Context: an optimization exercise on an open-source flow, tuned for small area and a short achievable clock period. The choices shown serve that exercise and are no tape-out recipe. No functional check of the RTL was part of this run.

==> design.v <==
module mul32_top (
    input  wire               clk,
    input  wire signed [31:0] a,
    input  wire signed [31:0] b,
    output reg  signed [63:0] product
);
    reg signed [31:0] a_r;
    reg signed [31:0] b_r;
    wire signed [63:0] p;
    parallel_multiplier #(.WIDTH(32)) u_mul (
        .a(a_r),
        .b(b_r),
        .product(p)
    );
    always @(posedge clk) begin
        a_r     <= a;
        b_r     <= b;
        product <= p;
    end
endmodule

module parallel_multiplier #(
    parameter WIDTH = 8
) (
    input signed [WIDTH-1:0] a,
    input signed [WIDTH-1:0] b,
    output signed [2*WIDTH-1:0] product
);
    wire [WIDTH*2*WIDTH-1:0] partial_products;
    partial_product_generator #(.WIDTH(WIDTH)) pp_gen (
        .a(a),
        .b(b),
        .partial_products(partial_products)
    );
    adder_tree #(.WIDTH(WIDTH)) adder_tree_inst (
        .partial_products(partial_products),
        .sum(product)
    );
endmodule
module partial_product_generator #(
    parameter WIDTH = 8
) (
    input signed [WIDTH-1:0] a,
    input signed [WIDTH-1:0] b,
    output [WIDTH*2*WIDTH-1:0] partial_products
);
    wire signed [2*WIDTH-1:0] a_extended;
    assign a_extended = {{WIDTH{a[WIDTH-1]}}, a};
    genvar i;
    generate
        for (i = 0; i < WIDTH-1; i = i + 1) begin: gen_pp
            assign partial_products[i*2*WIDTH +: 2*WIDTH] = b[i] ? (a_extended << i) : {2*WIDTH{1'b0}};
        end
        assign partial_products[(WIDTH-1)*2*WIDTH +: 2*WIDTH] = b[WIDTH-1] ? (-(a_extended << (WIDTH-1))) : {2*WIDTH{1'b0}};
    endgenerate
endmodule
module adder_tree #(
    parameter WIDTH = 8,
    parameter STAGES = $clog2(WIDTH)
) (
    input [WIDTH*2*WIDTH-1:0] partial_products,
    output signed [2*WIDTH-1:0] sum
);
    wire [(STAGES+1)*WIDTH*2*WIDTH-1:0] stage_data;
    genvar stage, i;
    generate
        assign stage_data[0 +: WIDTH*2*WIDTH] = partial_products;
        for (stage = 1; stage <= STAGES; stage = stage + 1) begin: gen_stage
            localparam integer NUM_INPUTS = WIDTH >> (stage - 1);
            localparam integer NUM_OUTPUTS = (NUM_INPUTS + 1) >> 1;
            for (i = 0; i < WIDTH; i = i + 1) begin: gen_node
                if (i < NUM_OUTPUTS) begin: gen_out
                    if (i*2 + 1 < NUM_INPUTS) begin: gen_pair
                        assign stage_data[(stage*WIDTH+i)*2*WIDTH +: 2*WIDTH] =
                            stage_data[((stage-1)*WIDTH+i*2)*2*WIDTH +: 2*WIDTH] +
                            stage_data[((stage-1)*WIDTH+i*2+1)*2*WIDTH +: 2*WIDTH];
                    end else begin: gen_pass
                        assign stage_data[(stage*WIDTH+i)*2*WIDTH +: 2*WIDTH] =
                            stage_data[((stage-1)*WIDTH+i*2)*2*WIDTH +: 2*WIDTH];
                    end
                end else begin: gen_zero
                    assign stage_data[(stage*WIDTH+i)*2*WIDTH +: 2*WIDTH] = {2*WIDTH{1'b0}};
                end
            end
        end
    endgenerate
    assign sum = stage_data[STAGES*WIDTH*2*WIDTH +: 2*WIDTH];
endmodule
==> run.sh <==
#!/bin/bash
# synth_recipe.tcl (not shown) runs the flow's synth.tcl, then flattens the netlist and writes it again
# the make line also repeats each setting of config.mk as NAME=value (left out here)
make -C /OpenROAD-flow-scripts/flow DESIGN_CONFIG=/design/flow/config.mk WORK_HOME=/design/flow/orfs CLKGATE_MAP_FILE= SYNTH_SCRIPT=/design/flow/synth_recipe.tcl finish
==> config.mk <==
export PLATFORM = sky130hd
export DESIGN_NAME = mul32_top
export DESIGN_NICKNAME = mul32_top
export VERILOG_FILES = /design/flow/design.v
export SDC_FILE = /design/flow/constraint.sdc
export NUM_CORES = 4
export LEC_CHECK = 0
export CAP_MARGIN = 20
export CORE_MARGIN = 2
export CORE_UTILIZATION = 40
export SLEW_MARGIN = 20
==> constraint.sdc <==
create_clock -name core_clock -period 8.0 [get_ports {clk}]
set_input_delay 1.6000 -clock core_clock [delete_from_list [all_inputs] [get_ports {clk}]]
set_output_delay 1.6000 -clock core_clock [all_outputs]
set_load 0.01 [all_outputs]
==> summary.txt <==
status complete, no violations; CP arrival 8.16 ns; final setup fails 0; Clock Latency Late Sink 0.53 ns; Hold Slack 0.868 ns; FILL cells 9104; Clock Sinks 128; syn_area_per_cell 9.24 um^2; Post-synth EDFFs 0; Critical-path top delay cell dfxtp_1; largest net degree at the start of global routing 39; Crit Path Class flop to flop; Synth Cell Area 37700 um^2; total congestion overflow 0; Total Wirelength 102000 um; most frequent cells in the layout fa_1 (1045), inv_1 (1006), nand2_1 (771); Clock Skew 0.0239 ns; TritonCTS clock tree built; number of port buffers 128; CP endpoint kind flop; Area contributors post-synth fa_1 (56%), inv_1 (10%), nand2_1 (7.7%); measured slew at the worst slew-check pin 0.721 ns; Critical Path RT 8.39 ns; most used cell, CP fa_1; cell taking the most area after synthesis fa_1; Slew Limit Fails 0; total CTS buffers 17; CP Launch Type flop; post-synthesis sequential area ratio 0.0680; post-synth cell types 55; Mapped Nets 5346; number of synthesized register bits 128; share of the synthesized area in the top cell type 0.557; Max-cap violations 0; Worst-path clk slew 0.08 ns; Root Buffer clkbuf_16; gr usage total 0.222; Post-DRT Antenna Nets 0; Syn. warnings 1; postcts setup bufs 0; die footprint 96700 um^2; relative slew slack 0.515; Hold Path Class flop to flop; most common cell after layout, fill and taps aside fa_1; Final min period 7.77 ns; H-Tree Depth 4; Die Ht 311 um; dominant synthesized flop cell dfxtp_1; Post-Synthesis Cells 4079; Placer Congestion 0.915; routed len/inst 18.7 um; crit-path max FO 20; Achievable Freq 129 MHz; DR vias/cell 4.94; P&R area growth vs syn 11.2%; starting density of the core 0.404; Post-Place Cells 5395; layout cells sized above 1 0.0585; Multi-input gate area 30500 um^2; antenna violations before repair 6; vias in the first global route 29231; Iteration-0 DRC Markers 1551; io pins 129; fin nets 5427; DP HPWL 88400 um; CP delay by family, top adder cells; Pre-antenna DRT Iters 6; worst path bufs/invs 6; DR vias 26840; worst-path cell chain buf_4, buf_4, nand2_1, fa_1, inv_1, fa_1, inv_1, fa_1, fa_1, fa_1, inv_1, fa_1, ha_1, ha_1, ha_1, o21ai_0, a21oi_1, nand4_1, a31o_2, a211oi_1, buf_4, o21ai_1, and4_1, or3_1; register area 2580 um^2; final worst-path cycle share 0.971; Hold Violations, Final 0; CORE AREA 93300 um^2; fraction of registers with async set/reset 0; Bufs on Longest Clock Path 2; first-pass GRT wire length 166000 um; Crit path largest cell delay 0.54 ns; DRC 0; Layout Cells excl Fill 5428; Die Width 311 um; site row count 112
-- logic make-up (layout without fill, tap and decap cells) --
group / Yosys count / in the layout / synth area share
buffers and inverters: 1247 / 1341 / 0.124
AND/OR/NAND/NOR: 1213 / 1213 / 0.147
adder cells (fa/ha/maj): 1202 / 1202 / 0.608
AO/OA/AOI/OAI: 207 / 207 / 0.0337
flip-flops: 128 / 128 / 0.0680
XOR/XNOR: 82 / 82 / 0.0193
other: 0 / 1 / 0
-- per-layer routing --
layer | global-route usage | wire length [um]
met1 | 0.295 | 42100
met4 | 0.0554 | 2210
met5 | 0 | 11
met2 | 0.386 | 52300
met3 | 0.0259 | 4860
-- state kept, by name, summed over array words and instances (netlist names) --
name / count
a_r: 32
b_r: 32
product: 64
-- cells in the mapped netlist (3+ instances only) --
cell	n
a21o_1	20
a211oi_1	6
dfxtp_1	128
nand2_1	771
nand4_1	17
o21bai_1	10
o21a_1	6
or4_1	6
or3_1	11
a31o_2	3
nor4_1	9
xor2_1	30
nor2_1	51
inv_1	1006
nand3_1	17
o211ai_1	8
a31oi_1	10
o21ai_0	50
clkbuf_1	229
fa_1	1049
nand2b_1	9
o31ai_1	4
a21oi_1	69
and3_1	6
and2_1	279
ha_1	153
xnor2_1	51
nor2b_1	8
nor3_1	22
buf_1	10
-- cell type report --
type,instances,area share
multi-input combinational,2704,0.728
inverter,1006,0.0901
timing repair buffer,303,0.0683
sequential,128,0.0616
tap,1254,0.0375
clock buffer,17,0.0102
clock inverter,15,0.00418
antenna,1,0.0000597
-- tightest hold or removal path, delay by kind of cell, from the launching register on --
| family | cells | cell delay [ns] |
|---|---|---|
| simple gates | 1 | 0.21 |
| flops | 1 | 0.34 |
| buf+inv | 1 | 0.25 |
-- per-stage QoR --
stage | setup WS, ns | TNS (ns) | util | cell area, um^2
after detailed placement | -0.0280 | -0.0347 | 0.441 | 41200
after global placement | -0.0424 | -0.0731 | 0.441 | 41200
after global routing | -0.0273 | -0.0487 | 0.449 | 41900
after CTS | 0.0234 | 0 | 0.448 | 41800
final | 0.234 | 0 | 0.449 | 41900
after floorplan | 0.667 | 0 | - | 37700
-- worst paths after layout --
kind / startpoint / endpoint / slack [ns] / depth (start not counted)
worst min register to register: b_r[0] / product[0] / 0.87 / 2
worst max-delay path: a_r[2] / product[50] / 0.23 / 24
worst min-delay path: b_r[0] / product[0] / 0.87 / 2
worst max register to register: a_r[2] / product[50] / 0.23 / 24
-- timing repair --
action	CTS	global route
gates resized for setup	2	46
pin swaps	0	0
endpoints found under the setup margin	2	19
hold buffers	0	0

==> separate check: timing with driven ports <==
The flow's constraints put no driver on any port. The routed layout listed below was extracted and timed again, unchanged, in two steps.
Step 1: set_driving_cell puts a clkbuf_16 on clk and a buf_2 on each other input, an assumption about the parent block.
Step 2 moves the port delays by t, midway between the first and last clock arrival at a register: inputs arrive t later, outputs are due t later. That takes back most of the time a late clock gives input paths.
a / b / c = ideal ports / drivers / drivers and shift; a / b = the first two.
t, ns: 0.584
slack for setup (ns): 0.234 / 0.234 / 0.234
worst setup path after step 2: register to register
latest minus earliest clock arrival (ns): 0.028 / 0.028
worst data-port slew with drivers (ns): 0.09
After both steps this run still meets setup and hold. For this run, drivers alone change the setup slack by 0.000 ns; drivers and shift together by 0.000 ns.
